Background: an optimization exercise with open tools, aiming at small area. Do not read the settings as production practice.
RTL that was checked went through simulation tests only; none was proved equivalent to the original.
Only the layout flow was run in runs 2 and 3; the RTL was not checked for function there.
Power figures rest on the tool's default switching activity, not on a simulated workload.

**flow/flow/run.sh**
```bash
#!/bin/bash
# Own layout flow: the standard ORFS flow with three changes
#  - ABC maps the logic for area (flow/abc_area.script) instead of speed;
#    the register mapping (dfflibmap) is untouched
#  - ports are buffered with the smallest buffer (buf_1)
#  - CTS adds no dummy loads
# Each tool's log is kept in orfs/logs; make's output in make.log.
set -euo pipefail
here=$(pwd)
rm -rf "$here/scripts_mod"
cp -r "$FLOW_HOME/scripts" "$here/scripts_mod"
cp "$here/flow/abc_area.script" "$here/scripts_mod/abc_speed.script"

# The standard flow's make line (standard.sh), with the overrides appended
mk=$(grep -m1 '^make -C' standard.sh | sed 's/ "\${@:-finish}"$//')
eval "$mk" \
  SCRIPTS_DIR="$here/scripts_mod" \
  BUFFER_PORTS_ARGS=\"-buffer_cell sky130_fd_sc_hd__buf_1\" \
  CTS_ARGS=\"-sink_clustering_enable -repair_clock_nets -dont_use_dummy_load\" \
  finish > "$here/make.log" 2>&1

odb=$(ls "$here"/orfs/results/*/top_artyz7_nrf24_rx_singlefile/base/6_final.odb)
: # left out here: write the final layout as DEF
```
**flow/flow/abc_area.script**
```
strash
dc2
dch -f
amap
strash
dc2
dch -f
amap
strash
dc2
dch -f
amap
topo
```
**flow/constraint.sdc**
```tcl
create_clock -name core_clock -period 8.0 [get_ports {clk_125mhz}]
set_input_delay 1.6000 -clock core_clock [delete_from_list [all_inputs] [get_ports {clk_125mhz}]]
set_output_delay 1.6000 -clock core_clock [all_outputs]
set_load 0.01 [all_outputs]
```
**flow/config.mk**
```make
export PLATFORM = sky130hd
export DESIGN_NAME = top_artyz7_nrf24_rx_singlefile
export DESIGN_NICKNAME = top_artyz7_nrf24_rx_singlefile
export VERILOG_FILES = /design/flow/design.v
export SDC_FILE = /design/flow/constraint.sdc
export NUM_CORES = 4
export LEC_CHECK = 0
export CAP_MARGIN = 20
export CORE_MARGIN = 2
export CORE_UTILIZATION = 40
export SLEW_MARGIN = 20
```
**flow/standard.sh**
```bash
#!/bin/bash
# synth_recipe.tcl (not shown) runs the flow's synth.tcl, then flattens the netlist and writes it again
# the make line also repeats each setting of config.mk as NAME=value (left out here)
make -C /OpenROAD-flow-scripts/flow DESIGN_CONFIG=/design/flow/config.mk WORK_HOME=/design/flow/orfs CLKGATE_MAP_FILE= SYNTH_SCRIPT=/design/flow/synth_recipe.tcl "${@:-finish}"
```
**flow/design.v**
```verilog
`timescale 1ns / 1ps
module Motor_Controller(
    input  wire       clk,
    input  wire       reset,         
    input  wire [3:0] cmd_nibble,
    output wire       motor_in1,
    output wire       motor_in2,
    output wire       motor_in3,
    output wire       motor_in4,
    output reg        motor_pwm_a,
    output reg        motor_pwm_b
);
    reg       rev;
    reg [4:0] div_cnt;
    reg [8:0] ramp;
    wire [1:0] speed = cmd_nibble[3:2];
    wire [1:0] steer = cmd_nibble[1:0];
    wire lt400 = (ramp < 9'd400);
    wire lt510 = ~(&ramp[8:1]);
    wire run   = (speed == 2'b01) ? lt400 : (speed[1] & lt510);
    wire div_wrap = (div_cnt == 5'd24);
    always @(posedge clk) begin
        if (reset) begin
            rev         <= 1'b0;
            div_cnt     <= 5'd0;
            ramp        <= 9'd0;
            motor_pwm_a <= 1'b0;
            motor_pwm_b <= 1'b0;
        end else begin
            rev         <= &speed;
            div_cnt     <= div_wrap ? 5'd0 : div_cnt + 5'd1;
            if (div_wrap) ramp <= ramp + 9'd1;
            motor_pwm_a <= run & (steer != 2'b10);
            motor_pwm_b <= run & (steer != 2'b01);
        end
    end
    assign motor_in1 = ~rev;
    assign motor_in2 = rev;
    assign motor_in3 = ~rev;
    assign motor_in4 = rev;
endmodule
`timescale 1ns/1ps
module top_artyz7_nrf24_rx_singlefile (
    input  wire clk_125mhz,
    input  wire reset_btn,      
    output wire nrf_mosi,
    input  wire nrf_miso,
    output wire nrf_sck,
    output reg  nrf_csn,
    output wire nrf_ce,
    output reg  [3:0] led,
    output wire       motor_in1,
    output wire       motor_in2,
    output wire       motor_in3,
    output wire       motor_in4,
    output wire       motor_pwm_a,
    output wire       motor_pwm_b
);
    localparam [3:0] P_STARTUP  = 4'd0;
    localparam [3:0] P_EN_AA    = 4'd1;
    localparam [3:0] P_EN_RXA   = 4'd2;
    localparam [3:0] P_SETUP_AW = 4'd3;
    localparam [3:0] P_RF_CH    = 4'd4;
    localparam [3:0] P_RF_SETUP = 4'd5;
    localparam [3:0] P_RX_ADDR0 = 4'd6;
    localparam [3:0] P_RX_PW0   = 4'd7;
    localparam [3:0] P_CONFIG   = 4'd8;
    localparam [3:0] P_FLUSH    = 4'd9;
    localparam [3:0] P_CLEAR    = 4'd10;
    localparam [3:0] P_PWRUP    = 4'd11;
    localparam [3:0] P_RUN      = 4'd12;
    localparam [3:0] P_STATUS   = 4'd13;
    localparam [3:0] P_PAYLOAD  = 4'd14;
    localparam [3:0] P_CLEAR2   = 4'd15;    
    localparam integer N_STARTUP = 625001;   
    localparam integer N_PWRUP   = 375000;
    localparam integer N_POLL    = 125000;
    function [19:0] mr;   
        input integer n;
        integer r;
        begin
            r = n % 194;
            if (r < 14) mr = (n / 194) * 256 + r;
            else        mr = (n / 194) * 256 + ((r - 14) / 12 + 1) * 16 + (r - 14) % 12;
        end
    endfunction
    localparam [19:0] C_STARTUP = mr(N_STARTUP);
    localparam [19:0] C_PWRUP   = mr(N_PWRUP);
    localparam [19:0] C_POLL    = mr(N_POLL);
    reg [3:0]  D;
    reg [3:0]  H;
    reg [11:0] B;
    reg [3:0]  ph;
    reg        mosi;
    reg [3:0]  nib;
    reg        rx_dr;     
    wire [19:0] cnt = {B, H, D};
    function [7:0] tx_byte;
        input [3:0] p;
        input [5:0] b;
        begin
            case (p)
                P_EN_AA:    tx_byte = (b == 0) ? 8'h21 : 8'h00;
                P_EN_RXA:   tx_byte = (b == 0) ? 8'h22 : 8'h01;
                P_SETUP_AW: tx_byte = (b == 0) ? 8'h23 : 8'h03;
                P_RF_CH:    tx_byte = (b == 0) ? 8'h25 : 8'h4C;
                P_RF_SETUP: tx_byte = (b == 0) ? 8'h26 : 8'h03;
                P_RX_ADDR0: case (b)
                                6'd0:    tx_byte = 8'h2A;
                                6'd1:    tx_byte = 8'h31;
                                6'd2:    tx_byte = 8'h4E;
                                6'd3:    tx_byte = 8'h6F;
                                6'd4:    tx_byte = 8'h64;
                                default: tx_byte = 8'h65;
                            endcase
                P_RX_PW0:   tx_byte = (b == 0) ? 8'h31 : 8'h20;
                P_CONFIG:   tx_byte = (b == 0) ? 8'h20 : 8'h0F;
                P_FLUSH:    tx_byte = 8'hE2;
                P_CLEAR,
                P_CLEAR2:   tx_byte = (b == 0) ? 8'h27 : 8'h70;
                P_PAYLOAD:  tx_byte = (b == 0) ? 8'h61 : 8'hFF;
                default:    tx_byte = 8'hFF;
            endcase
        end
    endfunction
    function [5:0] frame_len;
        input [3:0] p;
        begin
            case (p)
                P_RX_ADDR0: frame_len = 6'd6;
                P_FLUSH:    frame_len = 6'd1;
                P_STATUS:   frame_len = 6'd1;
                P_PAYLOAD:  frame_len = 6'd33;
                default:    frame_len = 6'd2;
            endcase
        end
    endfunction
    wire in_frame = (ph != P_STARTUP) && (ph != P_PWRUP) && (ph != P_RUN);
    wire h0    = (H == 4'd0);
    wire dwrap = h0 ? (D[3] & D[2] & D[0]) : (D[3] & D[1] & D[0]);    
    wire [5:0] flen = frame_len(ph);
    wire at_len = ((B[5:0] & flen) == flen) & h0;
    wire [2:0] bsel = h0 ? 3'd7 : (3'd6 - H[3:1]);
    wire [7:0] txb  = tx_byte(ph, B[5:0]);
    wire mosi_ld = ~nrf_csn & ((h0 & D[0]) | (H[0] & dwrap & (H != 4'd15)));
    wire init_chain = (ph == P_EN_AA) || (ph == P_EN_RXA) || (ph == P_SETUP_AW) ||
                      (ph == P_RF_CH) || (ph == P_RF_SETUP) || (ph == P_RX_ADDR0) ||
                      (ph == P_RX_PW0) || (ph == P_CONFIG) || (ph == P_FLUSH);
    wire fr_end = in_frame & at_len & (init_chain ? D[1] : D[0]);
    wire dl_end = (ph == P_STARTUP) ? ((cnt & C_STARTUP) == C_STARTUP) :
                  (ph == P_PWRUP)   ? ((cnt & C_PWRUP)   == C_PWRUP)   :
                  (ph == P_RUN)     ? ((cnt & C_POLL)    == C_POLL)    : 1'b0;
    wire clr = fr_end | dl_end;
    always @(posedge clk_125mhz) begin
        if (clr | reset_btn) begin
            D <= 4'd0; H <= 4'd0; B <= 12'd0;
        end else begin
            D <= dwrap ? 4'd0 : D + 4'd1;
            if (dwrap) H <= H + 4'd1;
            if (dwrap && H == 4'd15) B <= B + 12'd1;
        end
    end
    always @(posedge clk_125mhz) begin
        if (reset_btn) begin
            ph      <= P_STARTUP;
            nrf_csn <= 1'b1;
            mosi    <= 1'b0;
            led     <= 4'd0;
        end else begin
            if (in_frame && h0 && D == 4'd0)
                nrf_csn <= at_len;
            if (mosi_ld) mosi <= txb[bsel];
            if (fr_end | dl_end) begin
                if ((ph == P_STATUS && !rx_dr) || ph == P_CLEAR2)
                    ph <= P_RUN;
                else
                    ph <= ph + 4'd1;
            end
            if (fr_end && ph == P_PAYLOAD) led <= nib;
        end
    end
    always @(posedge clk_125mhz) begin
        if (dwrap && ~H[0] && B[5:1] == 5'd0)    
            nib <= {nib[2:0], nrf_miso};
        if (dwrap && H == 4'd2 && ~B[0])
            rx_dr <= nrf_miso;
    end
    assign nrf_sck  = H[0] & ~nrf_csn;
    assign nrf_ce   = ph[3] & ph[2];     
    assign nrf_mosi = mosi;
    Motor_Controller u_motor (
        .clk        (clk_125mhz),
        .reset      (reset_btn),
        .cmd_nibble (led),
        .motor_in1  (motor_in1),
        .motor_in2  (motor_in2),
        .motor_in3  (motor_in3),
        .motor_in4  (motor_in4),
        .motor_pwm_a(motor_pwm_a),
        .motor_pwm_b(motor_pwm_b)
    );
endmodule
```
==> results.py, run 1 <==
metrics = {
    "status": {
        "outcome": "timing/DRC/antenna clean",
    },
    "clock_network": {
        "root_buffer": "clkbuf_8",
        "cts_sinks": 52,
        "cts_hold_buf": 0,
        "cts_max_path_buffers": 2,
        "numCtsBuffers": 5,
        "postCtsResizedCells": 0,
        "path_clk_slew_ns": 0.11,
        "post_cts_buffers": 0,
        "clk_latency_ns": 0.32,
        "h-tree-depth": 2,
        "cts_tree": "built",
    },
    "grt": {
        "grt.overflow.total": 0,
        "grt_pass1_wl_microns": 10500,
        "track_usage_pct": 17.0,
        "grt_pass1_vias": 2341,
        "grt_max_degree": 19,
        "antenna_found_initial": 0,
    },
    "finish": {
        "fillerInstances": 686,
        "final_util_pct": 44.1,
        "num_antenna_cells": 0,
        "area_growth_pct": 7.78,
        "drive_above_1_share_pct": 1.33,
        "multi_input_area_sq_um": 1450,
        "final_nets": 398,
        "seqCellArea_sq_um": 1090,
    },
    "worst_hold_path": {
        "hold_class": "register to register",
    },
    "power_and_ir_drop": {
        "vdd_ir_drop_max_mv": 0.0702,
        "p_leak_nw": 0.970,
        "p_per_area_nw_per_um2": 141,
    },
    "synthesis": {
        "ys_seq_area_share_pct": 39.7,
        "syn-cell-area_sq_um": 2750,
        "netlist_instances": 357,
        "synth_flop_cell": "dfxtp_1",
        "yosysMostFrequentCell": "nor2_1",
        "synth.distinct_cells": 31,
        "async_flop_share_pct": 0,
        "avgSynthCellArea_sq_um": 7.70,
        "synth_common_cells": "nor2_1 (70), clkinv_1 (51), dfxtp_1 (47)",
        "synth_warnings": 2,
        "ys_top_cells_by_area": "dfxtp_1 (34%), nor2_1 (9.6%), ha_1 (7.7%), clkinv_1 (7.0%), edfxtp_1 (5.5%)",
        "synth_edf_count": 5,
        "synth-seq-cells": 52,
        "netlist.area_leader.share_pct": 34.2,
        "synth_largest_area_cell": "dfxtp_1",
        "synth_nets": 377,
    },
    "worst_setup_path": {
        "worstPathMaxFanout": 16,
        "cp.buffers_inverters": 4,
        "path_delay_family": "compound AO/OA/AOI/OAI gates",
        "worst_ep_arrival_time_ns": 3.73,
        "crit_chain": "clkinv_1 > nor2_1 > clkinv_1 > nor2_1 > clkinv_1 > o221ai_1 > a2111oi_0 > o211ai_1 > o221ai_1 > nor2_1 > clkinv_1 > a311oi_1",
        "slowest_stage": "clkinv_1",
        "cp_common_cell": "clkinv_1",
        "slowest_delay_ns": 0.54,
        "critPathCaptureType": "register",
        "cp-start-kind": "register",
        "required_ns": 8.20,
        "critical_path_class": "register to register",
    },
    "floorplanning": {
        "io_pins": 17,
        "core_sq_um": 6720,
        "die_x_microns": 86.9,
        "num_rows": 30,
        "die-area_sq_um": 7550,
        "dieHeight_microns": 86.9,
        "start_util_pct": 40.9,
    },
    "timing": {
        "finalClockSkew_ns": 0.0374,
        "period_share_pct": 44.1,
        "timing.hold.ws_ns": 0.424,
        "tightest_slew_ns": 0.945,
        "slew_headroom_pct": 36.4,
        "final-setup-viol-count": 0,
        "finalCriticalPeriod_ns": 3.53,
        "timing.fmax_ghz": 0.283,
        "layout_setup_ws_ns": 4.47,
        "slew_violations": 0,
        "hold_viol": 0,
        "rsz0062_at_grt": "false",
        "fin_setup_tns_ns": 0,
    },
    "place": {
        "place_hpwl_microns": 4650,
        "dp_slack_ns": 4.53,
        "gp_congestion": 0.874,
        "port-buffer-count": 16,
    },
    "route": {
        "post-route-drc-count": 0,
        "route.vias.total": 2491,
        "drt_iter0_drc": 134,
        "first_pass_iters": 4,
        "wire_per_inst_microns": 13.3,
        "via_per_inst": 5.46,
        "ant_nets": 0,
        "routed_wl_microns": 6050,
    },
    "job": {
        "maxCapViolations": 0,
    },
}
cell type report:
class,instances,share of cell area [%]
Clock buffer,5,2.32
Inverter,51,6.46
Timing Repair Buffer,16,2.03
Sequential cell,52,36.8
Multi-Input combinational cell,252,49.0
Tap cell,80,3.38
final timing paths:
path / startpoint / end / slack (ns) / cells after the start
max: ph[2] / B[8] / 4.47 / 12
min: nib[0] / nib[1] / 0.42 / 0
max reg2reg: ph[2] / B[8] / 4.47 / 12
min reg2reg: nib[0] / nib[1] / 0.42 / 0
kinds of logic after synthesis:
group / after synthesis / share of synthesized area (%)
buf+inv: 53 / 7.51
flops: 52 / 39.7
simple gates: 147 / 23.7
compound gates: 88 / 21.4
fa+ha+maj: 17 / 7.74
sequential cells by signal (all words and copies together) (netlist names):
signal / cells
nrf_csn: 1
u_motor.motor_pwm_b: 1
u_motor.rev: 1
B: 12
nib: 4
rx_dr: 1
u_motor.div_cnt: 5
u_motor.motor_pwm_a: 1
mosi: 1
led: 4
u_motor.ramp: 9
ph: 4
D: 4
H: 4
stage by stage:
stage	std cells	area (sq um)	power, mW
finish	456	2960	0.417
global route	456	2960	0.434
CTS	456	2960	0.421
detailed placement	451	2890	0.287
global placement	451	2890	0.287
floorplan	357	2750	0.282
worst register-to-register path, stage by stage (launching register included):
cell	delay, ns
dfxtp_1	0.41
clkinv_1	0.21
nor2_1	0.24
clkinv_1	0.17
nor2_1	0.17
clkinv_1	0.19
o221ai_1	0.22
a2111oi_0	0.13
o211ai_1	0.15
o221ai_1	0.23
nor2_1	0.37
clkinv_1	0.54
a311oi_1	0.40
where the power goes:
part           switching (mW)  internal, mW
Clock                  0.0798        0.0567
Combinational         0.00930       0.00426
Sequential            0.00233         0.265
layout by cell type, fill, tap and decap left out:
cell type  count
a2111oi_0      2
a211oi_1      15
a21oi_1       18
a221oi_1       1
a22oi_1        4
a311oi_1       2
a31oi_1        6
and3_1         3
buf_1         16
clkbuf_8       5
clkinv_1      51
dfxtp_1       47
edfxtp_1       5
ha_1          17
nand2_1       23
nand3_1       16
nand4_1        5
nor2_1        70
nor2b_1        3
nor3_1        14
nor4_1         8
o211ai_1       2
o21a_1         6
o21ai_0       12
o21bai_1       1
o221a_1        1
o221ai_1       4
o22a_1         4
o22ai_1        9
o32ai_1        1
or2_0          4
or4_1          1
metal layers:
layer	up-vias	part of all wire, %	GRT usage, %
li1	1312	-	-
met1	1117	47	22.3
met2	55	47	29.4
met3	7	4.8	2.84
met4	0	0.83	3.84
met5	-	0	0
==> inputs of run 2 (changes only) <==
--- a/flow/design.v
+++ b/flow/design.v
@@ -47,5 +47,5 @@
     input  wire nrf_miso,
     output wire nrf_sck,
-    output reg  nrf_csn,
+    output wire nrf_csn,
     output wire nrf_ce,
     output reg  [3:0] led,
@@ -94,5 +94,4 @@
     reg        mosi;
     reg [3:0]  nib;
-    reg        rx_dr;     
     wire [19:0] cnt = {B, H, D};
     function [7:0] tx_byte;
@@ -141,6 +140,42 @@
     wire [5:0] flen = frame_len(ph);
     wire at_len = ((B[5:0] & flen) == flen) & h0;
+    wire cnt0 = (B[5:0] == 6'd0) & (H == 4'd0) & (D == 4'd0);
+    assign nrf_csn = ~in_frame | cnt0 | (at_len & (D[1] | D[0]));
     wire [2:0] bsel = h0 ? 3'd7 : (3'd6 - H[3:1]);
     wire [7:0] txb  = tx_byte(ph, B[5:0]);
+    wire rom_bit =
+        (H[1] & H[2] & B[0] & ~ph[0] & ~ph[1]) |
+        (~ph[1] & ph[2] & ph[3]) |
+        (H[1] & H[3] & ph[0] & ~ph[1] & ph[2]) |
+        (H[2] & H[3] & B[0] & ph[0] & ~ph[1] & ph[2]) |
+        (H[0] & ~H[2] & ~H[3] & ~ph[0] & ph[2] & ph[3]) |
+        (H[3] & ~B[0] & ph[1] & ~ph[2] & ph[3]) |
+        (B[0] & ~ph[0] & ph[2] & ph[3]) |
+        (~H[1] & H[2] & B[0] & ~B[1] & ~B[2] & ~ph[0] & ph[1] & ph[2]) |
+        (B[1] & ph[3]) |
+        (H[0] & ~H[1] & ~H[2] & B[1]) |
+        (B[2] & ph[3]) |
+        (~H[1] & H[2] & ~B[0] & ph[0] & ph[1] & ph[2] & ~ph[3]) |
+        (H[1] & H[3] & ph[0] & ph[1] & ~ph[2]) |
+        (H[1] & ~H[2] & ~H[3] & ~B[0] & ~B[1]) |
+        (H[1] & ~H[2] & ~H[3] & B[0] & ph[1] & ph[2]) |
+        (H[0] & ~H[1] & ~H[2] & B[2]) |
+        (H[0] & ~H[1] & ~H[3] & B[0] & ph[1] & ph[3]) |
+        (H[3] & B[0] & ~ph[1] & ph[3]) |
+        (H[3] & ~B[0] & ph[0] & ph[2] & ph[3]) |
+        (H[2] & H[3] & B[0] & ~ph[0] & ph[1] & ~ph[3]) |
+        (H[1] & H[3] & ~B[0] & ~B[2] & ~ph[0] & ph[1] & ~ph[3]) |
+        (H[1] & B[0] & B[1]) |
+        (H[2] & H[3] & ph[0] & ph[1] & ~ph[2]) |
+        (~H[2] & ~H[3] & ph[0] & ~ph[2] & ph[3]) |
+        (~H[1] & ~H[2] & H[3] & ~B[0] & ~ph[1] & ph[2]) |
+        (H[0] & ~H[1] & ~H[2] & B[0] & ~ph[0] & ~ph[1] & ~ph[3]) |
+        (H[1] & H[2] & ~B[0] & ~B[2] & ~ph[0] & ph[1] & ph[2] & ~ph[3]) |
+        (H[2] & H[3] & ~B[0] & ph[2] & ph[3]) |
+        (H[1] & ~H[2] & ~B[0] & ph[0] & ph[3]) |
+        (H[1] & ~H[2] & ~H[3] & ph[1] & ph[3]) |
+        (H[2] & H[3] & ~B[0] & ~ph[0] & ~ph[1] & ~ph[3]) |
+        (H[2] & H[3] & ~B[0] & ph[0] & ~ph[2] & ~ph[3]) |
+        ((ph == P_PAYLOAD) & (B[5:3] != 3'd0));
     wire mosi_ld = ~nrf_csn & ((h0 & D[0]) | (H[0] & dwrap & (H != 4'd15)));
     wire init_chain = (ph == P_EN_AA) || (ph == P_EN_RXA) || (ph == P_SETUP_AW) ||
@@ -164,13 +199,10 @@
         if (reset_btn) begin
             ph      <= P_STARTUP;
-            nrf_csn <= 1'b1;
             mosi    <= 1'b0;
             led     <= 4'd0;
         end else begin
-            if (in_frame && h0 && D == 4'd0)
-                nrf_csn <= at_len;
-            if (mosi_ld) mosi <= txb[bsel];
+            if (mosi_ld) mosi <= rom_bit;
             if (fr_end | dl_end) begin
-                if ((ph == P_STATUS && !rx_dr) || ph == P_CLEAR2)
+                if ((ph == P_STATUS && !nib[0]) || ph == P_CLEAR2)
                     ph <= P_RUN;
                 else
@@ -181,10 +213,8 @@
     end
     always @(posedge clk_125mhz) begin
-        if (dwrap && ~H[0] && B[5:1] == 5'd0)    
+        if (dwrap && ~H[0] && B[5:1] == 5'd0 && (B[0] || H[3:2] == 2'd0))
             nib <= {nib[2:0], nrf_miso};
-        if (dwrap && H == 4'd2 && ~B[0])
-            rx_dr <= nrf_miso;
-    end
-    assign nrf_sck  = H[0] & ~nrf_csn;
+    end
+    assign nrf_sck  = H[0] & in_frame;    
     assign nrf_ce   = ph[3] & ph[2];     
     assign nrf_mosi = mosi;
--- a/flow/flow/run.sh
+++ b/flow/flow/run.sh
@@ -17,5 +17,5 @@
   SCRIPTS_DIR="$here/scripts_mod" \
   BUFFER_PORTS_ARGS=\"-buffer_cell sky130_fd_sc_hd__buf_1\" \
-  CTS_ARGS=\"-sink_clustering_enable -repair_clock_nets -dont_use_dummy_load\" \
+  CTS_ARGS=\"-sink_clustering_enable -repair_clock_nets -dont_use_dummy_load -buf_list sky130_fd_sc_hd__clkbuf_8 -sink_clustering_size 30 -sink_clustering_max_diameter 300\" \
   finish > "$here/make.log" 2>&1
 
==> results.py, run 2 <==
metrics = {
    "clock_network": {
        "root_buffer": "clkbuf_8",
        "clk_latency_ns": 0.30,
        "path_clk_slew_ns": 0.09,
        "cts_tree": "built",
        "post_cts_buffers": 0,
        "cts_max_path_buffers": 2,
        "numCtsBuffers": 5,
        "cts_sinks": 50,
        "cts_hold_buf": 0,
        "postCtsResizedCells": 0,
        "h-tree-depth": 2,
    },
    "route": {
        "routed_wl_microns": 5960,
        "wire_per_inst_microns": 13.7,
        "drt_iter0_drc": 185,
        "route.vias.total": 2338,
        "first_pass_iters": 5,
        "ant_nets": 0,
        "post-route-drc-count": 0,
        "via_per_inst": 5.36,
    },
    "job": {
        "maxCapViolations": 0,
    },
    "floorplanning": {
        "io_pins": 17,
        "num_rows": 29,
        "core_sq_um": 6280,
        "die_x_microns": 84.0,
        "dieHeight_microns": 84.0,
        "die-area_sq_um": 7060,
        "start_util_pct": 40.8,
    },
    "finish": {
        "top_regs": "B (12), u_motor.ramp (9), u_motor.div_cnt (5)",
        "num_antenna_cells": 0,
        "final_common_cell": "nor2_1",
        "final_cell_mix": "nor2_1 (65), dfxtp_1 (46), clkinv_1 (43), nand2_1 (29), o21ai_0 (22)",
        "area_growth_pct": 8.50,
        "finalNonFillerCells": 436,
        "final_nets": 378,
        "largest_register_ff_count": 12,
        "regMostFlops": "B",
        "drive_above_1_share_pct": 1.67,
    },
    "synthesis": {
        "synth.distinct_cells": 33,
        "async_flop_share_pct": 0,
        "synth_warnings": 2,
        "synth_largest_area_cell": "dfxtp_1",
        "synth_common_cells": "nor2_1 (65), dfxtp_1 (46), clkinv_1 (43)",
        "synth-seq-cells": 50,
        "yosysMostFrequentCell": "nor2_1",
        "netlist_instances": 339,
        "netlist.area_leader.share_pct": 36.0,
        "synth_flop_cell": "dfxtp_1",
        "avgSynthCellArea_sq_um": 7.56,
        "syn-cell-area_sq_um": 2560,
        "synth_nets": 356,
        "synth_edf_count": 4,
        "ys_seq_area_share_pct": 40.6,
        "ys_top_cells_by_area": "dfxtp_1 (36%), nor2_1 (9.5%), ha_1 (6.8%), clkinv_1 (6.3%), edfxtp_1 (4.7%)",
    },
    "worst_setup_path": {
        "critPathCaptureType": "output pin",
        "reg2reg_from": "H[1]",
        "required_ns": 6.40,
        "worst_ep_arrival_time_ns": 2.41,
        "critPathLaunch": "ph[0]",
        "r2r_slack_ns": 4.02,
        "worst_r2r_endpoint": "B[11]",
        "worstPathMaxFanout": 11,
        "rr_worst_depth": 15,
        "critical_path_class": "register to output pin",
        "cp-start-kind": "register",
    },
    "timing": {
        "finalClockSkew_ns": 0.0179,
        "period_share_pct": 50.1,
        "fin_setup_tns_ns": 0,
        "rsz0062_at_grt": "false",
        "finalCriticalPeriod_ns": 4.01,
        "final-setup-viol-count": 0,
        "slew_violations": 0,
        "timing.fmax_ghz": 0.250,
        "hold_viol": 0,
        "tightest_slew_ns": 0.609,
        "timing.hold.ws_ns": 0.437,
        "slew_headroom_pct": 58.3,
    },
    "power_and_ir_drop": {
        "finalPower_uw": 402,
        "p_per_area_nw_per_um2": 145,
        "vdd_ir_drop_max_mv": 0.0843,
        "p_leak_nw": 0.930,
    },
    "place": {
        "dp.cells": 431,
        "port-buffer-count": 16,
        "place_hpwl_microns": 4430,
        "gp_congestion": 0.922,
    },
    "worst_hold_path": {
        "min_from": "nib[2]",
        "holdPathStages": 0,
        "min_to": "nib[3]",
        "hold_class": "register to register",
    },
    "grt": {
        "antenna_found_initial": 0,
        "grt_max_degree": 16,
        "grt.overflow.total": 0,
        "track_usage_pct": 17.3,
        "grt_pass1_vias": 2192,
        "grt_pass1_wl_microns": 10100,
    },
    "status": {
        "outcome": "timing/DRC/antenna clean",
    },
}
[run 2: cell count changes after synthesis, moves of 5 or more]
cell	change
a211oi_1	-8
a31oi_1	+5
clkinv_1	-8
nand2_1	+6
nand3_1	-7
nor2_1	-5
o21ai_0	+10
o22ai_1	-5
[run 2: cell families after synthesis]
family | count (synthesis) | share of synthesized area (%)
flip-flops | 50 | 40.6
AND/OR/NAND/NOR | 144 | 24.7
adder cells (fa/ha/maj) | 14 | 6.84
XOR/XNOR | 1 | 0.342
buffers and inverters | 45 | 6.89
AO/OA/AOI/OAI | 85 | 20.6
[run 2: through the flow]
step | utilization (%) | worst slack [ns] | cell area [sq um]
6_report | 44.3 | 3.99 | 2780
3_3_place_gp | 43.2 | 4.26 | 2710
3_5_place_dp | 43.2 | 4.06 | 2710
5_1_grt | 44.3 | 3.54 | 2780
4_1_cts | 44.3 | 4.04 | 2780
2_1_floorplan | - | 4.68 | 2560
[run 2: report_power, final]
part | internal (mW) | switching, mW | leakage [nW]
clock network | 0.0566 | 0.0762 | 0.0359
logic | 0.00426 | 0.00921 | 0.487
registers | 0.254 | 0.00206 | 0.408
total | 0.315 | 0.0875 | 0.930
[run 2: cell type report]
class / instances / area [sq um]
Fill cell: 637 / 3500
Multi-Input combinational cell: 244 / 1340
Sequential cell: 50 / 1040
Inverter: 43 / 161
Tap cell: 77 / 96.3
Clock buffer: 5 / 68.8
Timing Repair Buffer: 17 / 67.6
[run 2: worst max-delay path by stage]
stage / cells after the start / slack (ns) / endpoint
after detailed placement: 15 / 4.06 / B[11]
after CTS: 15 / 4.04 / B[11]
after global placement: 15 / 4.26 / B[11]
final: 8 / 3.99 / nrf_csn
after global routing: 15 / 3.54 / B[11]
after floorplan: 15 / 4.68 / B[11]
[run 2: worst max-delay path: stages, from the launching register on]
cell,delay [ns]
dfxtp_1,0.57
clkinv_1,0.27
ha_1,0.31
nand2_1,0.13
o21ai_0,0.13
a21oi_1,0.14
o21ai_0,0.11
o21ai_0,0.26
buf_1,0.18
[run 2: metal layers]
metal | routed length, microns | share of wire (%) | global-route usage, % | vias to the layer above
li1 | - | - | - | 1250
met1 | 2980 | 50 | 23.9 | 1024
met2 | 2650 | 44 | 27.6 | 60
met3 | 285 | 4.8 | 3.36 | 4
met4 | 51 | 0.86 | 4.84 | 0
met5 | 0 | 0 | 0 | -
==> inputs of run 3 (changes only) <==
--- a/flow/flow/run.sh
+++ b/flow/flow/run.sh
@@ -17,5 +17,5 @@
   SCRIPTS_DIR="$here/scripts_mod" \
   BUFFER_PORTS_ARGS=\"-buffer_cell sky130_fd_sc_hd__buf_1\" \
-  CTS_ARGS=\"-sink_clustering_enable -repair_clock_nets -dont_use_dummy_load -buf_list sky130_fd_sc_hd__clkbuf_8 -sink_clustering_size 30 -sink_clustering_max_diameter 300\" \
+  CTS_ARGS=\"-sink_clustering_enable -repair_clock_nets -dont_use_dummy_load -buf_list sky130_fd_sc_hd__clkbuf_16 -sink_clustering_size 60 -sink_clustering_max_diameter 300\" \
   finish > "$here/make.log" 2>&1
 
==> results.py, run 3 <==
metrics = {
    "finish": {
        "regMostFlops": "B",
        "largest_register_ff_count": 12,
        "final_cell_mix": "nor2_1 (65), dfxtp_1 (46), clkinv_1 (43), nand2_1 (29), o21ai_0 (22)",
        "final_common_cell": "nor2_1",
        "drive_above_1_share_pct": 1.67,
        "area_growth_pct": 10.7,
        "top_regs": "B (12), u_motor.ramp (9), u_motor.div_cnt (5)",
        "num_antenna_cells": 0,
        "final_nets": 378,
    },
    "route": {
        "drt_iter0_drc": 175,
        "route.vias.total": 2371,
        "wire_per_inst_microns": 13.7,
        "first_pass_iters": 4,
        "ant_nets": 0,
        "via_per_inst": 5.44,
        "routed_wl_microns": 5960,
        "post-route-drc-count": 0,
    },
    "timing": {
        "finalClockSkew_ns": 0.0124,
        "hold_viol": 0,
        "tightest_slew_ns": 0.599,
        "fin_setup_tns_ns": 0,
        "slew_violations": 0,
        "timing.fmax_ghz": 0.251,
        "slew_headroom_pct": 59.0,
        "period_share_pct": 49.9,
        "finalCriticalPeriod_ns": 3.99,
        "rsz0062_at_grt": "false",
        "final-setup-viol-count": 0,
    },
    "power_and_ir_drop": {
        "vdd_ir_drop_max_mv": 0.114,
        "p_per_area_nw_per_um2": 163,
        "finalPower_uw": 461,
        "p_leak_nw": 0.956,
    },
    "synthesis": {
        "syn-cell-area_sq_um": 2560,
        "synth_flop_cell": "dfxtp_1",
        "avgSynthCellArea_sq_um": 7.56,
        "synth.distinct_cells": 33,
        "async_flop_share_pct": 0,
        "synth_warnings": 2,
        "synth-seq-cells": 50,
        "synth_nets": 356,
        "netlist_instances": 339,
        "ys_seq_area_share_pct": 40.6,
        "synth_largest_area_cell": "dfxtp_1",
        "synth_common_cells": "nor2_1 (65), dfxtp_1 (46), clkinv_1 (43)",
        "yosysMostFrequentCell": "nor2_1",
        "synth_edf_count": 4,
        "netlist.area_leader.share_pct": 36.0,
        "ys_top_cells_by_area": "dfxtp_1 (36%), nor2_1 (9.5%), ha_1 (6.8%), clkinv_1 (6.3%), edfxtp_1 (4.7%)",
    },
    "floorplanning": {
        "dieHeight_microns": 84.0,
        "io_pins": 17,
        "die_x_microns": 84.0,
        "die-area_sq_um": 7060,
        "start_util_pct": 40.8,
        "num_rows": 29,
        "core_sq_um": 6280,
    },
    "worst_setup_path": {
        "critical_path_class": "register to register",
        "worstPathMaxFanout": 9,
        "rr_worst_depth": 15,
        "reg2reg_from": "H[1]",
        "cp-start-kind": "register",
        "required_ns": 8.19,
        "critPathLaunch": "H[1]",
        "critPathCaptureType": "register",
        "r2r_slack_ns": 4.01,
        "worst_r2r_endpoint": "B[11]",
        "worst_ep_arrival_time_ns": 4.18,
    },
    "grt": {
        "grt_pass1_vias": 2191,
        "grt_max_degree": 16,
        "grt_pass1_wl_microns": 10100,
        "antenna_found_initial": 0,
        "track_usage_pct": 17.6,
        "grt.overflow.total": 0,
    },
    "clock_network": {
        "root_buffer": "clkbuf_16",
        "cts_hold_buf": 0,
        "postCtsResizedCells": 0,
        "h-tree-depth": 2,
        "post_cts_buffers": 0,
        "cts_sinks": 50,
        "cts_max_path_buffers": 2,
        "path_clk_slew_ns": 0.07,
        "clk_latency_ns": 0.28,
        "cts_tree": "built",
        "numCtsBuffers": 5,
    },
    "worst_hold_path": {
        "holdPathStages": 0,
        "hold_class": "register to register",
        "min_from": "nib[2]",
        "min_to": "nib[3]",
    },
    "place": {
        "place_hpwl_microns": 4430,
        "gp_congestion": 0.922,
        "port-buffer-count": 16,
    },
    "status": {
        "outcome": "timing/DRC/antenna clean",
    },
    "job": {
        "maxCapViolations": 0,
    },
}
run 3: cell counts after synthesis:
Identical to the previous run, type by type.
run 3: worst max-delay path by stage:
| stage | cells after the start | end | slack, ns |
|---|---|---|---|
| after floorplan | 15 | B[11] | 4.68 |
| after global placement | 15 | B[11] | 4.26 |
| after detailed placement | 15 | B[11] | 4.06 |
| after CTS | 15 | B[11] | 4.04 |
| after global routing | 15 | B[11] | 3.53 |
| final | 15 | B[11] | 4.01 |
run 3: power breakdown:
part           internal, mW  switching (mW)
clock                 0.111          0.0807
combinational       0.00426         0.00925
sequential            0.254         0.00205
total                 0.369          0.0920
run 3: cell type report:
type	instances	area, sq um
Timing Repair Buffer	17	67.6
Tap cell	77	96.3
Fill cell	629	3440
Inverter	43	161
Clock buffer	5	125
Multi-Input combinational cell	244	1340
Sequential cell	50	1040
run 3: worst max-delay path: stages, from the launching register on:
cell and delay (ns):
dfxtp_1 0.38, clkinv_1 0.25, ha_1 0.26, nand2_1 0.13, nor2_1 0.07, a2111oi_0 0.49
clkinv_1 0.41, nor2_1 0.39, clkinv_1 0.18, nor4_1 0.44, nand3_1 0.16, nor2_1 0.17
and3_1 0.21, and3_1 0.18, nor2_1 0.04, a211oi_1 0.15
run 3: per-stage QoR:
| stage | hold WS (ns) | setup slack (ns) | util (%) | instances | cell area (sq um) |
|---|---|---|---|---|---|
| after detailed placement | 0.434 | 4.06 | 43.2 | 431 | 2710 |
| final | 0.434 | 4.01 | 45.2 | 436 | 2840 |
| after floorplan | 0.421 | 4.68 | - | 339 | 2560 |
| after CTS | 0.441 | 4.04 | 45.2 | 436 | 2840 |
| after global routing | 0.467 | 3.53 | 45.2 | 436 | 2840 |
| after global placement | 0.435 | 4.26 | 43.2 | 431 | 2710 |
run 3: per-layer routing:
| metal | track usage, % | part of all wire [%] | vias to the layer above |
|---|---|---|---|
| met5 | 0 | 0 | - |
| li1 | - | - | 1250 |
| met3 | 3.96 | 5.1 | 4 |
| met1 | 23.9 | 49 | 1046 |
| met2 | 27.6 | 45 | 71 |
| met4 | 5.72 | 1.1 | 0 |
run 3: cell families (layout without fill, tap and decap cells):
logic type               Yosys count  count (layout)  synth area share [%]
XOR/XNOR                           1               1                 0.342
flip-flops                        50              50                  40.6
adder cells (fa/ha/maj)           14              14                  6.84
AND/OR/NAND/NOR                  144             144                  24.7
AO/OA/AOI/OAI                     85              85                  20.6
buffers and inverters             45              65                  6.89
==> inputs of run 4 (changes only) <==
--- a/flow/design.v
+++ b/flow/design.v
@@ -57,20 +57,20 @@
     output wire       motor_pwm_b
 );
-    localparam [3:0] P_STARTUP  = 4'd0;
-    localparam [3:0] P_EN_AA    = 4'd1;
-    localparam [3:0] P_EN_RXA   = 4'd2;
-    localparam [3:0] P_SETUP_AW = 4'd3;
-    localparam [3:0] P_RF_CH    = 4'd4;
-    localparam [3:0] P_RF_SETUP = 4'd5;
-    localparam [3:0] P_RX_ADDR0 = 4'd6;
-    localparam [3:0] P_RX_PW0   = 4'd7;
-    localparam [3:0] P_CONFIG   = 4'd8;
-    localparam [3:0] P_FLUSH    = 4'd9;
-    localparam [3:0] P_CLEAR    = 4'd10;
-    localparam [3:0] P_PWRUP    = 4'd11;
-    localparam [3:0] P_RUN      = 4'd12;
-    localparam [3:0] P_STATUS   = 4'd13;
-    localparam [3:0] P_PAYLOAD  = 4'd14;
-    localparam [3:0] P_CLEAR2   = 4'd15;    
+    localparam [3:0] P_STARTUP  = 4'd8;
+    localparam [3:0] P_EN_AA    = 4'd9;
+    localparam [3:0] P_EN_RXA   = 4'd10;
+    localparam [3:0] P_SETUP_AW = 4'd11;
+    localparam [3:0] P_RF_CH    = 4'd12;
+    localparam [3:0] P_RF_SETUP = 4'd13;
+    localparam [3:0] P_RX_ADDR0 = 4'd14;
+    localparam [3:0] P_RX_PW0   = 4'd15;
+    localparam [3:0] P_CONFIG   = 4'd0;
+    localparam [3:0] P_FLUSH    = 4'd1;
+    localparam [3:0] P_CLEAR    = 4'd2;
+    localparam [3:0] P_PWRUP    = 4'd3;
+    localparam [3:0] P_RUN      = 4'd4;
+    localparam [3:0] P_STATUS   = 4'd5;
+    localparam [3:0] P_PAYLOAD  = 4'd6;
+    localparam [3:0] P_CLEAR2   = 4'd7;    
     localparam integer N_STARTUP = 625001;   
     localparam integer N_PWRUP   = 375000;
@@ -146,35 +146,36 @@
     wire rom_bit =
         (H[1] & H[2] & B[0] & ~ph[0] & ~ph[1]) |
-        (~ph[1] & ph[2] & ph[3]) |
+        (~ph[1] & ph[2] & ~ph[3]) |
         (H[1] & H[3] & ph[0] & ~ph[1] & ph[2]) |
         (H[2] & H[3] & B[0] & ph[0] & ~ph[1] & ph[2]) |
-        (H[0] & ~H[2] & ~H[3] & ~ph[0] & ph[2] & ph[3]) |
-        (H[3] & ~B[0] & ph[1] & ~ph[2] & ph[3]) |
-        (B[0] & ~ph[0] & ph[2] & ph[3]) |
+        (H[0] & ~H[2] & ~H[3] & ~ph[0] & ph[2] & ~ph[3]) |
+        (H[3] & ~B[0] & ph[1] & ~ph[2] & ~ph[3]) |
+        (B[0] & ~ph[0] & ph[2] & ~ph[3]) |
         (~H[1] & H[2] & B[0] & ~B[1] & ~B[2] & ~ph[0] & ph[1] & ph[2]) |
-        (B[1] & ph[3]) |
+        (B[1] & ~ph[3]) |
         (H[0] & ~H[1] & ~H[2] & B[1]) |
-        (B[2] & ph[3]) |
-        (~H[1] & H[2] & ~B[0] & ph[0] & ph[1] & ph[2] & ~ph[3]) |
+        (B[2] & ~ph[3]) |
+        (~H[1] & H[2] & ~B[0] & ph[0] & ph[1] & ph[2] & ph[3]) |
         (H[1] & H[3] & ph[0] & ph[1] & ~ph[2]) |
         (H[1] & ~H[2] & ~H[3] & ~B[0] & ~B[1]) |
         (H[1] & ~H[2] & ~H[3] & B[0] & ph[1] & ph[2]) |
         (H[0] & ~H[1] & ~H[2] & B[2]) |
-        (H[0] & ~H[1] & ~H[3] & B[0] & ph[1] & ph[3]) |
-        (H[3] & B[0] & ~ph[1] & ph[3]) |
-        (H[3] & ~B[0] & ph[0] & ph[2] & ph[3]) |
-        (H[2] & H[3] & B[0] & ~ph[0] & ph[1] & ~ph[3]) |
-        (H[1] & H[3] & ~B[0] & ~B[2] & ~ph[0] & ph[1] & ~ph[3]) |
+        (H[0] & ~H[1] & ~H[3] & B[0] & ph[1] & ~ph[3]) |
+        (H[3] & B[0] & ~ph[1] & ~ph[3]) |
+        (H[3] & ~B[0] & ph[0] & ph[1] & ~ph[3]) |
+        (H[2] & H[3] & B[0] & ~ph[0] & ph[1] & ph[3]) |
+        (H[1] & H[3] & ~B[0] & ~B[2] & ~ph[0] & ph[1] & ph[3]) |
         (H[1] & B[0] & B[1]) |
+        (~H[2] & ~H[3] & ph[0] & ~ph[1] & ~ph[3]) |
         (H[2] & H[3] & ph[0] & ph[1] & ~ph[2]) |
-        (~H[2] & ~H[3] & ph[0] & ~ph[2] & ph[3]) |
+        (~H[1] & ~H[2] & H[3] & ~ph[0] & ~ph[1] & ph[3]) |
+        (H[1] & H[2] & ~B[0] & ~B[2] & ~ph[0] & ph[1] & ph[2] & ph[3]) |
+        (H[1] & ~H[2] & ph[0] & ~ph[2] & ~ph[3]) |
+        (H[2] & H[3] & ~B[0] & ph[2] & ~ph[3]) |
+        (H[1] & ~H[2] & ~H[3] & ph[1] & ~ph[3]) |
         (~H[1] & ~H[2] & H[3] & ~B[0] & ~ph[1] & ph[2]) |
-        (H[0] & ~H[1] & ~H[2] & B[0] & ~ph[0] & ~ph[1] & ~ph[3]) |
-        (H[1] & H[2] & ~B[0] & ~B[2] & ~ph[0] & ph[1] & ph[2] & ~ph[3]) |
-        (H[2] & H[3] & ~B[0] & ph[2] & ph[3]) |
-        (H[1] & ~H[2] & ~B[0] & ph[0] & ph[3]) |
-        (H[1] & ~H[2] & ~H[3] & ph[1] & ph[3]) |
-        (H[2] & H[3] & ~B[0] & ~ph[0] & ~ph[1] & ~ph[3]) |
-        (H[2] & H[3] & ~B[0] & ph[0] & ~ph[2] & ~ph[3]) |
+        (H[2] & H[3] & ~B[0] & ph[0] & ~ph[2] & ph[3]) |
+        (H[2] & H[3] & ~B[0] & ~ph[0] & ~ph[1] & ph[2]) |
+        (H[0] & ~H[1] & ~H[2] & B[0] & ~ph[0] & ~ph[1] & ph[2]) |
         ((ph == P_PAYLOAD) & (B[5:3] != 3'd0));
     wire mosi_ld = ~nrf_csn & ((h0 & D[0]) | (H[0] & dwrap & (H != 4'd15)));
@@ -217,5 +218,6 @@
     end
     assign nrf_sck  = H[0] & in_frame;    
-    assign nrf_ce   = ph[3] & ph[2];     
+    wire [3:0] ph_rel = ph - P_RUN;
+    assign nrf_ce   = (ph_rel[3:2] == 2'b00);     
     assign nrf_mosi = mosi;
     Motor_Controller u_motor (
--- a/flow/flow/run.sh
+++ b/flow/flow/run.sh
@@ -17,5 +17,5 @@
   SCRIPTS_DIR="$here/scripts_mod" \
   BUFFER_PORTS_ARGS=\"-buffer_cell sky130_fd_sc_hd__buf_1\" \
-  CTS_ARGS=\"-sink_clustering_enable -repair_clock_nets -dont_use_dummy_load -buf_list sky130_fd_sc_hd__clkbuf_16 -sink_clustering_size 60 -sink_clustering_max_diameter 300\" \
+  CTS_ARGS=\"-sink_clustering_enable -repair_clock_nets -dont_use_dummy_load\" \
   finish > "$here/make.log" 2>&1
 
==> results.py, run 4 <==
metrics = {
    "status": {
        "outcome": "timing/DRC/antenna clean",
    },
    "synthesis": {
        "synth_common_cells": "nor2_1 (66), dfxtp_1 (46), clkinv_1 (39)",
        "avgSynthCellArea_sq_um": 7.81,
        "ys_seq_area_share_pct": 41.3,
        "yosys.area_share.xor_xnor_pct": 0,
        "ys_top_cells_by_area": "dfxtp_1 (37%), nor2_1 (9.8%), ha_1 (6.9%), clkinv_1 (5.8%), edfxtp_1 (4.8%)",
        "synth_flop_cell": "dfxtp_1",
        "synthMuxAreaShare_pct": 0,
        "yosysMostFrequentCell": "nor2_1",
        "async_flop_share_pct": 0,
        "synth_top_family_by_area": "simple AND/OR/NAND/NOR gates",
        "synthSimpleGateAreaFrac_pct": 23.6,
        "synth_largest_area_cell": "dfxtp_1",
        "netlist_instances": 323,
        "synth.distinct_cells": 34,
        "synth-compound-area-share_pct": 21.8,
        "synth-seq-cells": 50,
        "yosys.area_share.adder_pct": 6.94,
        "syn-cell-area_sq_um": 2520,
        "netlist.area_leader.share_pct": 36.5,
        "synth_warnings": 2,
        "synth_edf_count": 4,
        "synth_nets": 340,
    },
    "place": {
        "port-buffer-count": 16,
        "dp_slack_ns": 4.13,
        "gp_congestion": 0.993,
        "place_hpwl_microns": 4330,
    },
    "timing": {
        "slew_violations": 0,
        "hold_viol": 0,
        "timing.fmax_ghz": 0.239,
        "layout_setup_ws_ns": 3.82,
        "period_share_pct": 52.3,
        "finalCriticalPeriod_ns": 4.18,
        "final-setup-viol-count": 0,
        "finalClockSkew_ns": 0.0195,
        "rsz0062_at_grt": "false",
        "fin_setup_tns_ns": 0,
        "tightest_slew_ns": 0.827,
        "slew_headroom_pct": 44.2,
    },
    "clock_network": {
        "clk_latency_ns": 0.30,
        "cts_tree": "built",
        "postCtsResizedCells": 0,
        "cts_max_path_buffers": 2,
        "path_clk_slew_ns": 0.09,
        "post_cts_buffers": 0,
        "cts_sinks": 50,
        "h-tree-depth": 2,
        "cts_hold_buf": 0,
        "root_buffer": "clkbuf_8",
        "numCtsBuffers": 5,
    },
    "finish": {
        "area_growth_pct": 8.53,
        "top_regs": "B (12), u_motor.ramp (9), u_motor.div_cnt (5)",
        "final_nets": 362,
        "regMostFlops": "B",
        "drive_above_1_share_pct": 1.75,
        "num_antenna_cells": 0,
        "final_common_cell": "nor2_1",
        "largest_register_ff_count": 12,
        "final_cell_mix": "nor2_1 (66), dfxtp_1 (46), clkinv_1 (39), nand2_1 (24), a21oi_1 (19)",
        "fillerInstances": 608,
    },
    "power_and_ir_drop": {
        "p_per_area_nw_per_um2": 145,
        "p_leak_nw": 0.884,
        "vdd_ir_drop_max_mv": 0.0833,
    },
    "route": {
        "post-route-drc-count": 0,
        "top_layer_used": "met4",
        "via_per_inst": 5.54,
        "drt_iter0_drc": 137,
        "wire_per_inst_microns": 13.6,
        "wl_met1_microns": 2770,
        "first_pass_iters": 4,
        "ant_nets": 0,
        "dr_wl_met2_microns": 2530,
        "wl_met3_microns": 306,
        "routed_wl_microns": 5680,
        "route.vias.total": 2315,
    },
    "grt": {
        "grt.overflow.total": 0,
        "grt_pass1_vias": 2076,
        "antenna_found_initial": 0,
        "track_usage_pct": 16.5,
        "grt_pass1_wl_microns": 9520,
        "grt_max_degree": 17,
    },
    "floorplanning": {
        "dieHeight_microns": 83.4,
        "io_pins": 17,
        "die-area_sq_um": 6960,
        "core_sq_um": 5990,
        "die_x_microns": 83.4,
        "num_rows": 28,
        "start_util_pct": 42.1,
    },
    "worst_setup_path": {
        "critPathCaptureType": "output pin",
        "worst_ep_arrival_time_ns": 2.58,
        "cp_common_cell": "o21ai_0",
        "critical_path_class": "register to output pin",
        "cp-start-kind": "register",
        "worstPathMaxFanout": 12,
        "required_ns": 6.40,
        "crit_chain": "clkinv_1 > ha_1 > clkinv_1 > o21ai_0 > a2111oi_0 > o21ai_0 > o21ai_0 > buf_1",
        "slowest_stage": "dfxtp_1",
        "slowest_delay_ns": 0.47,
    },
    "job": {
        "maxCapViolations": 0,
    },
    "worst_hold_path": {
        "hold_class": "register to register",
    },
}
==> run 4: layout make-up <==
type                       count  area [sq um]  area share, %
tap                           75          93.8           3.43
multi-input combinational    232          1320           48.2
inverter                      39           146           5.35
timing repair buffer          17          67.6           2.47
clock buffer                   5          68.8           2.51
sequential                    50          1040           38.0
==> run 4: critical path, delay by kind of cell (launching register included) <==
kind	cells	cell delay (ns)
AO/OA/AOI/OAI	4	0.90
adder cells (fa/ha/maj)	1	0.32
buffers and inverters	3	0.63
flip-flops	1	0.47
==> run 4: path summary, 6_finish.rpt <==
| check | start | end | slack (ns) | depth (start not counted) |
|---|---|---|---|---|
| max reg2reg | ph[1] | ph[3] | 4.50 | 13 |
| min reg2reg | u_motor.div_cnt[0] | u_motor.div_cnt[0] | 0.46 | 1 |
| max | ph[1] | nrf_csn | 3.82 | 8 |
| min | u_motor.div_cnt[0] | u_motor.div_cnt[0] | 0.46 | 1 |
==> run 4: through the flow <==
| stage | util (%) | power, mW | cells | instance area (sq um) | hold WS (ns) |
|---|---|---|---|---|---|
| final | 45.7 | 0.397 | 418 | 2740 | 0.460 |
| after CTS | 45.7 | 0.403 | 418 | 2740 | 0.464 |
| after detailed placement | 44.5 | 0.274 | 413 | 2670 | 0.435 |
| after global placement | 44.5 | 0.274 | 413 | 2670 | 0.438 |
| after global routing | 45.7 | 0.415 | 418 | 2740 | 0.479 |
| after floorplan | - | 0.270 | 323 | 2520 | 0.421 |
==> run 4: logic make-up after synthesis <==
group | count (synthesis)
buf+inv | 41
simple gates | 135
compound gates | 83
fa+ha+maj | 14
flops | 50
==> run 4: power by group <==
group	total [mW]	switching [mW]	internal, mW
registers	0.256	0.00228	0.254
clock network	0.129	0.0727	0.0565
logic	0.0117	0.00780	0.00385
==> run 4: routing by layer <==
metal | vias up | global-route usage [%]
met4 | 0 | 4.84
met2 | 74 | 26.9
met5 | - | 0
met3 | 5 | 3.18
met1 | 1041 | 22.1
li1 | 1195 | -
==> inputs of run 5 (changes only) <==
--- a/flow/design.v
+++ b/flow/design.v
@@ -19,19 +19,18 @@
     wire lt510 = ~(&ramp[8:1]);
     wire run   = (speed == 2'b01) ? lt400 : (speed[1] & lt510);
-    wire div_wrap = (div_cnt == 5'd24);
+    wire div_wrap = div_cnt[4] & div_cnt[3];    
     always @(posedge clk) begin
         if (reset) begin
-            rev         <= 1'b0;
-            div_cnt     <= 5'd0;
-            ramp        <= 9'd0;
-            motor_pwm_a <= 1'b0;
-            motor_pwm_b <= 1'b0;
+            div_cnt <= 5'd0;
+            ramp    <= 9'd0;
         end else begin
-            rev         <= &speed;
-            div_cnt     <= div_wrap ? 5'd0 : div_cnt + 5'd1;
+            div_cnt <= div_wrap ? 5'd0 : div_cnt + 5'd1;
             if (div_wrap) ramp <= ramp + 9'd1;
-            motor_pwm_a <= run & (steer != 2'b10);
-            motor_pwm_b <= run & (steer != 2'b01);
-        end
+        end
+    end
+    always @(posedge clk) begin
+        rev         <= &speed;
+        motor_pwm_a <= run & (steer != 2'b10);
+        motor_pwm_b <= run & (steer != 2'b01);
     end
     assign motor_in1 = ~rev;
@@ -57,20 +56,20 @@
     output wire       motor_pwm_b
 );
-    localparam [3:0] P_STARTUP  = 4'd8;
-    localparam [3:0] P_EN_AA    = 4'd9;
-    localparam [3:0] P_EN_RXA   = 4'd10;
-    localparam [3:0] P_SETUP_AW = 4'd11;
-    localparam [3:0] P_RF_CH    = 4'd12;
-    localparam [3:0] P_RF_SETUP = 4'd13;
-    localparam [3:0] P_RX_ADDR0 = 4'd14;
-    localparam [3:0] P_RX_PW0   = 4'd15;
-    localparam [3:0] P_CONFIG   = 4'd0;
-    localparam [3:0] P_FLUSH    = 4'd1;
-    localparam [3:0] P_CLEAR    = 4'd2;
-    localparam [3:0] P_PWRUP    = 4'd3;
-    localparam [3:0] P_RUN      = 4'd4;
-    localparam [3:0] P_STATUS   = 4'd5;
-    localparam [3:0] P_PAYLOAD  = 4'd6;
-    localparam [3:0] P_CLEAR2   = 4'd7;    
+    localparam [3:0] P_STARTUP  = 4'd5;
+    localparam [3:0] P_EN_AA    = 4'd11;
+    localparam [3:0] P_EN_RXA   = 4'd7;
+    localparam [3:0] P_SETUP_AW = 4'd15;
+    localparam [3:0] P_RF_CH    = 4'd14;
+    localparam [3:0] P_RF_SETUP = 4'd12;
+    localparam [3:0] P_RX_ADDR0 = 4'd9;
+    localparam [3:0] P_RX_PW0   = 4'd3;
+    localparam [3:0] P_CONFIG   = 4'd6;
+    localparam [3:0] P_FLUSH    = 4'd13;
+    localparam [3:0] P_CLEAR    = 4'd10;
+    localparam [3:0] P_PWRUP    = 4'd4;
+    localparam [3:0] P_RUN      = 4'd8;
+    localparam [3:0] P_STATUS   = 4'd0;
+    localparam [3:0] P_PAYLOAD  = 4'd1;
+    localparam [3:0] P_CLEAR2   = 4'd2;    
     localparam integer N_STARTUP = 625001;   
     localparam integer N_PWRUP   = 375000;
@@ -145,37 +144,34 @@
     wire [7:0] txb  = tx_byte(ph, B[5:0]);
     wire rom_bit =
-        (H[1] & H[2] & B[0] & ~ph[0] & ~ph[1]) |
-        (~ph[1] & ph[2] & ~ph[3]) |
-        (H[1] & H[3] & ph[0] & ~ph[1] & ph[2]) |
-        (H[2] & H[3] & B[0] & ph[0] & ~ph[1] & ph[2]) |
-        (H[0] & ~H[2] & ~H[3] & ~ph[0] & ph[2] & ~ph[3]) |
-        (H[3] & ~B[0] & ph[1] & ~ph[2] & ~ph[3]) |
-        (B[0] & ~ph[0] & ph[2] & ~ph[3]) |
-        (~H[1] & H[2] & B[0] & ~B[1] & ~B[2] & ~ph[0] & ph[1] & ph[2]) |
+        (H[2] & H[3] & B[0] & ~ph[1]) |
+        (H[0] & ~H[2] & ~H[3] & ~ph[1] & ~ph[3]) |
+        (~H[2] & ~H[3] & ph[0] & ~ph[1] & ph[2]) |
+        (B[0] & ~ph[1] & ~ph[3]) |
         (B[1] & ~ph[3]) |
         (H[0] & ~H[1] & ~H[2] & B[1]) |
         (B[2] & ~ph[3]) |
-        (~H[1] & H[2] & ~B[0] & ph[0] & ph[1] & ph[2] & ph[3]) |
-        (H[1] & H[3] & ph[0] & ph[1] & ~ph[2]) |
+        (H[3] & ~B[0] & ~ph[0] & ~ph[2]) |
+        (H[1] & H[2] & B[0] & ~ph[0] & ph[1] & ph[2]) |
+        (H[3] & B[0] & ~ph[0] & ph[2] & ~ph[3]) |
+        (~H[1] & H[2] & ~B[0] & ph[0] & ph[1] & ~ph[2] & ~ph[3]) |
+        (H[1] & ~H[2] & ~H[3] & ~ph[2] & ~ph[3]) |
+        (H[1] & H[3] & ph[0] & ph[2] & ph[3]) |
         (H[1] & ~H[2] & ~H[3] & ~B[0] & ~B[1]) |
-        (H[1] & ~H[2] & ~H[3] & B[0] & ph[1] & ph[2]) |
         (H[0] & ~H[1] & ~H[2] & B[2]) |
-        (H[0] & ~H[1] & ~H[3] & B[0] & ph[1] & ~ph[3]) |
-        (H[3] & B[0] & ~ph[1] & ~ph[3]) |
-        (H[3] & ~B[0] & ph[0] & ph[1] & ~ph[3]) |
-        (H[2] & H[3] & B[0] & ~ph[0] & ph[1] & ph[3]) |
-        (H[1] & H[3] & ~B[0] & ~B[2] & ~ph[0] & ph[1] & ph[3]) |
+        (H[0] & ~H[1] & ~H[3] & B[0] & ~ph[0] & ~ph[2]) |
+        (~ph[0] & ~ph[1] & ~ph[3]) |
         (H[1] & B[0] & B[1]) |
-        (~H[2] & ~H[3] & ph[0] & ~ph[1] & ~ph[3]) |
-        (H[2] & H[3] & ph[0] & ph[1] & ~ph[2]) |
-        (~H[1] & ~H[2] & H[3] & ~ph[0] & ~ph[1] & ph[3]) |
-        (H[1] & H[2] & ~B[0] & ~B[2] & ~ph[0] & ph[1] & ph[2] & ph[3]) |
-        (H[1] & ~H[2] & ph[0] & ~ph[2] & ~ph[3]) |
-        (H[2] & H[3] & ~B[0] & ph[2] & ~ph[3]) |
-        (H[1] & ~H[2] & ~H[3] & ph[1] & ~ph[3]) |
-        (~H[1] & ~H[2] & H[3] & ~B[0] & ~ph[1] & ph[2]) |
-        (H[2] & H[3] & ~B[0] & ph[0] & ~ph[2] & ph[3]) |
-        (H[2] & H[3] & ~B[0] & ~ph[0] & ~ph[1] & ph[2]) |
-        (H[0] & ~H[1] & ~H[2] & B[0] & ~ph[0] & ~ph[1] & ph[2]) |
+        (H[2] & H[3] & ~B[0] & ph[1] & ph[3]) |
+        (H[1] & H[3] & ~B[0] & ~B[2] & ~ph[1] & ph[3]) |
+        (H[2] & H[3] & B[0] & ph[0] & ph[2]) |
+        (H[1] & ~H[2] & ~H[3] & B[0] & ~ph[1] & ~ph[2]) |
+        (~H[1] & ~H[2] & H[3] & ~B[0] & ~ph[0] & ph[3]) |
+        (H[1] & H[2] & ~B[0] & ~B[2] & ~ph[1] & ~ph[2] & ph[3]) |
+        (H[0] & ~H[1] & ~H[2] & B[0] & ~ph[0] & ph[1] & ph[2] & ph[3]) |
+        (H[1] & H[3] & ~ph[0] & ~ph[1]) |
+        (H[2] & H[3] & ~ph[1] & ~ph[3]) |
+        (H[1] & ~H[2] & ~B[0] & ph[0] & ph[2]) |
+        (H[1] & ~H[2] & ~H[3] & ~ph[0] & ~ph[2]) |
+        (~H[1] & H[2] & B[0] & ~B[1] & ~B[2] & ph[0] & ~ph[1]) |
         ((ph == P_PAYLOAD) & (B[5:3] != 3'd0));
     wire mosi_ld = ~nrf_csn & ((h0 & D[0]) | (H[0] & dwrap & (H != 4'd15)));
@@ -188,4 +184,18 @@
                   (ph == P_RUN)     ? ((cnt & C_POLL)    == C_POLL)    : 1'b0;
     wire clr = fr_end | dl_end;
+    reg fb;
+    always @(*) begin
+        case (ph)
+            4'd5: fb = 1'b1;
+            4'd11: fb = 1'b1;
+            4'd7: fb = 1'b1;
+            4'd12: fb = 1'b1;
+            4'd9: fb = 1'b1;
+            4'd6: fb = 1'b1;
+            4'd0: fb = 1'b1;
+            4'd2: fb = 1'b1;
+            default: fb = 1'b0;
+        endcase
+    end
     always @(posedge clk_125mhz) begin
         if (clr | reset_btn) begin
@@ -208,5 +218,5 @@
                     ph <= P_RUN;
                 else
-                    ph <= ph + 4'd1;
+                    ph <= {ph[2:0], fb};
             end
             if (fr_end && ph == P_PAYLOAD) led <= nib;
@@ -218,6 +228,5 @@
     end
     assign nrf_sck  = H[0] & in_frame;    
-    wire [3:0] ph_rel = ph - P_RUN;
-    assign nrf_ce   = (ph_rel[3:2] == 2'b00);     
+    assign nrf_ce   = (ph == P_RUN) | (ph == P_STATUS) | (ph == P_PAYLOAD) | (ph == P_CLEAR2);
     assign nrf_mosi = mosi;
     Motor_Controller u_motor (
==> results.py, run 5 <==
metrics = {
    "job": {
        "maxCapViolations": 0,
    },
    "grt": {
        "grt_pass1_vias": 2082,
        "grt_pass1_wl_microns": 9590,
        "track_usage_pct": 18.3,
        "grt.overflow.total": 0,
        "grt_max_degree": 19,
        "antenna_found_initial": 0,
    },
    "synthesis": {
        "async_flop_share_pct": 0,
        "synth_warnings": 2,
        "ys_top_cells_by_area": "dfxtp_1 (39%), nor2_1 (8.9%), clkinv_1 (6.1%), edfxtp_1 (4.9%), ha_1 (4.6%)",
        "netlist.area_leader.share_pct": 38.5,
        "ys_seq_area_share_pct": 43.4,
        "synth_nets": 322,
        "synth_largest_area_cell": "dfxtp_1",
        "syn-cell-area_sq_um": 2440,
        "synth_flop_cell": "dfxtp_1",
        "yosysMostFrequentCell": "nor2_1",
        "synth_edf_count": 4,
        "avgSynthCellArea_sq_um": 7.88,
        "netlist_instances": 310,
        "synth-seq-cells": 51,
        "synth.distinct_cells": 37,
        "synth_common_cells": "nor2_1 (58), dfxtp_1 (47), clkinv_1 (40)",
    },
    "worst_hold_path": {
        "holdPathStages": 2,
        "hold_class": "register to register",
        "min_from": "B[11]",
        "min_to": "B[11]",
    },
    "timing": {
        "timing.fmax_ghz": 0.246,
        "slew_headroom_pct": 40.0,
        "period_share_pct": 50.9,
        "timing.hold.ws_ns": 0.460,
        "hold_viol": 0,
        "rsz0062_at_grt": "false",
        "finalClockSkew_ns": 0.0258,
        "fin_setup_tns_ns": 0,
        "final-setup-viol-count": 0,
        "layout_setup_ws_ns": 3.93,
        "slew_violations": 0,
        "tightest_slew_ns": 0.888,
        "finalCriticalPeriod_ns": 4.07,
    },
    "finish": {
        "num_antenna_cells": 0,
        "final_util_pct": 44.8,
        "final_cell_mix": "nor2_1 (58), dfxtp_1 (47), clkinv_1 (40), nand2_1 (23), a21oi_1 (21)",
        "top_regs": "B (12), u_motor.ramp (9), u_motor.div_cnt (5)",
        "area_growth_pct": 8.50,
        "final_common_cell": "nor2_1",
        "final_nets": 343,
        "fillerInstances": 599,
        "regMostFlops": "B",
        "finalInstanceArea_sq_um": 2650,
        "largest_register_ff_count": 12,
        "drive_above_1_share_pct": 1.52,
    },
    "power_and_ir_drop": {
        "vdd_ir_drop_max_mv": 0.0727,
        "p_leak_nw": 0.874,
        "p_per_area_nw_per_um2": 154,
    },
    "clock_network": {
        "numCtsBuffers": 5,
        "cts_max_path_buffers": 2,
        "path_clk_slew_ns": 0.08,
        "post_cts_buffers": 0,
        "clk_latency_ns": 0.31,
        "h-tree-depth": 2,
        "root_buffer": "clkbuf_8",
        "postCtsResizedCells": 0,
        "cts_hold_buf": 0,
        "cts_sinks": 51,
        "cts_tree": "built",
    },
    "worst_setup_path": {
        "reg2reg_from": "H[1]",
        "cp-start-kind": "register",
        "critical_path_class": "register to output pin",
        "required_ns": 6.40,
        "slowest_delay_ns": 0.59,
        "slowest_stage": "dfxtp_1",
        "cp_common_cell": "o21ai_0",
        "crit_chain": "nand2_1 > nor2_1 > o21ai_0 > a21oi_1 > o221ai_1 > o21ai_0 > buf_1",
        "critPathCaptureType": "output pin",
        "rr_worst_depth": 17,
        "worst_r2r_endpoint": "B[11]",
        "worst_ep_arrival_time_ns": 2.47,
        "r2r_slack_ns": 4.38,
        "worstPathMaxFanout": 10,
    },
    "route": {
        "wire_per_inst_microns": 13.9,
        "drt_iter0_drc": 274,
        "route.vias.total": 2278,
        "via_per_inst": 5.64,
        "ant_nets": 0,
        "post-route-drc-count": 0,
        "routed_wl_microns": 5600,
        "first_pass_iters": 4,
    },
    "floorplanning": {
        "dieHeight_microns": 82.1,
        "die_x_microns": 82.1,
        "start_util_pct": 41.3,
        "num_rows": 28,
        "die-area_sq_um": 6750,
        "io_pins": 17,
        "core_sq_um": 5920,
    },
    "place": {
        "dp_slack_ns": 4.32,
        "gp_congestion": 0.939,
        "port-buffer-count": 16,
        "place_hpwl_microns": 4210,
        "place_area_sq_um": 2580,
    },
    "status": {
        "outcome": "timing/DRC/antenna clean",
    },
}
==> run 5: cell types whose count changed after synthesis, sizes merged, moves of 3 or more <==
cell    delta
nor2       -8
a211oi     -5
ha         -5
nor4       -5
nor3       +3
o221ai     +3
o41ai      -3
or4        +3
==> run 5: area by class of cell <==
class                   count  area [sq um]  area share [%]
well taps                  75          93.8            3.54
repair buffers             16          60.1            2.27
inverters                  40           150            5.67
flip-flops and latches     51          1060            40.0
multi-input cells         217          1220            45.9
clock buffers               5          68.8            2.60
==> run 5: metal layers <==
layer  vias to the layer above  routed length [microns]  track usage (%)
li1                       1161                        -                -
met4                         0                       78             6.50
met5                         -                        0                0
met3                        13                      376             4.02
met1                      1028                     2760             25.3
met2                        76                     2380             28.0
==> run 5: kinds of logic (layout without fill, tap and decap cells) <==
family,after synthesis,after routing,synth area share (%)
buffers and inverters,42,61,6.76
AOI/OAI and AO/OA,80,80,21.8
DFF,51,51,43.4
adders and majority gates,9,9,4.61
and+or+nand+nor,128,128,23.4
==> run 5: power breakdown <==
group / internal (mW) / total (mW) / switching (mW)
Combinational: 0.00373 / 0.0117 / 0.00794
Sequential: 0.259 / 0.261 / 0.00219
Clock: 0.0566 / 0.135 / 0.0779
==> run 5: worst max-delay path by stage <==
stage / startpoint / endpoint / slack, ns
final: ph[0] / nrf_csn / 3.93
after global routing: ph[0] / nrf_csn / 3.70
after CTS: ph[0] / nrf_csn / 3.98
after detailed placement: ph[0] / nrf_csn / 4.32
after global placement: ph[0] / nrf_csn / 4.24
after floorplan: H[1] / nrf_csn / 4.90
==> run 5: critical path, delay by kind of cell (launching register included) <==
family / cells / cell delay, ns
AO/OA/AOI/OAI: 4 / 0.93
flip-flops: 1 / 0.59
buffers and inverters: 1 / 0.21
AND/OR/NAND/NOR: 2 / 0.46
==> run 5: through the flow <==
step | cells | power, mW
after global routing | 404 | 0.425
after CTS | 404 | 0.412
after global placement | 399 | 0.279
after floorplan | 310 | 0.274
after detailed placement | 399 | 0.279
final | 404 | 0.407

[port drivers added, routing unchanged]
Ports are ideal in the flow. The routed layouts listed here were re-timed in OpenROAD.
Step 1: set_driving_cell puts a clkbuf_16 on clk_125mhz and a buf_2 on each other input, an assumption about the parent block.
Step 2 moves the port delays by t, midway between the first and last clock arrival at a register: inputs arrive t later, outputs are due t later. That takes back most of the time a late clock gives input paths.
Three values: ideal, step 1, step 2; two values: the first two.
run	t, ns	setup slack, ns	worst setup path after step 2
run 1	0.327	4.471 / 4.471 / 4.471	register to register
run 2	0.315	3.994 / 3.968 / 4.016	register to register
run 3	0.309	4.011 / 3.977 / 4.011	register to register
run 4	0.315	3.816 / 3.787 / 4.101	register to output
run 5	0.326	3.932 / 3.902 / 4.228	register to output
After both steps every run listed still meets setup and hold.
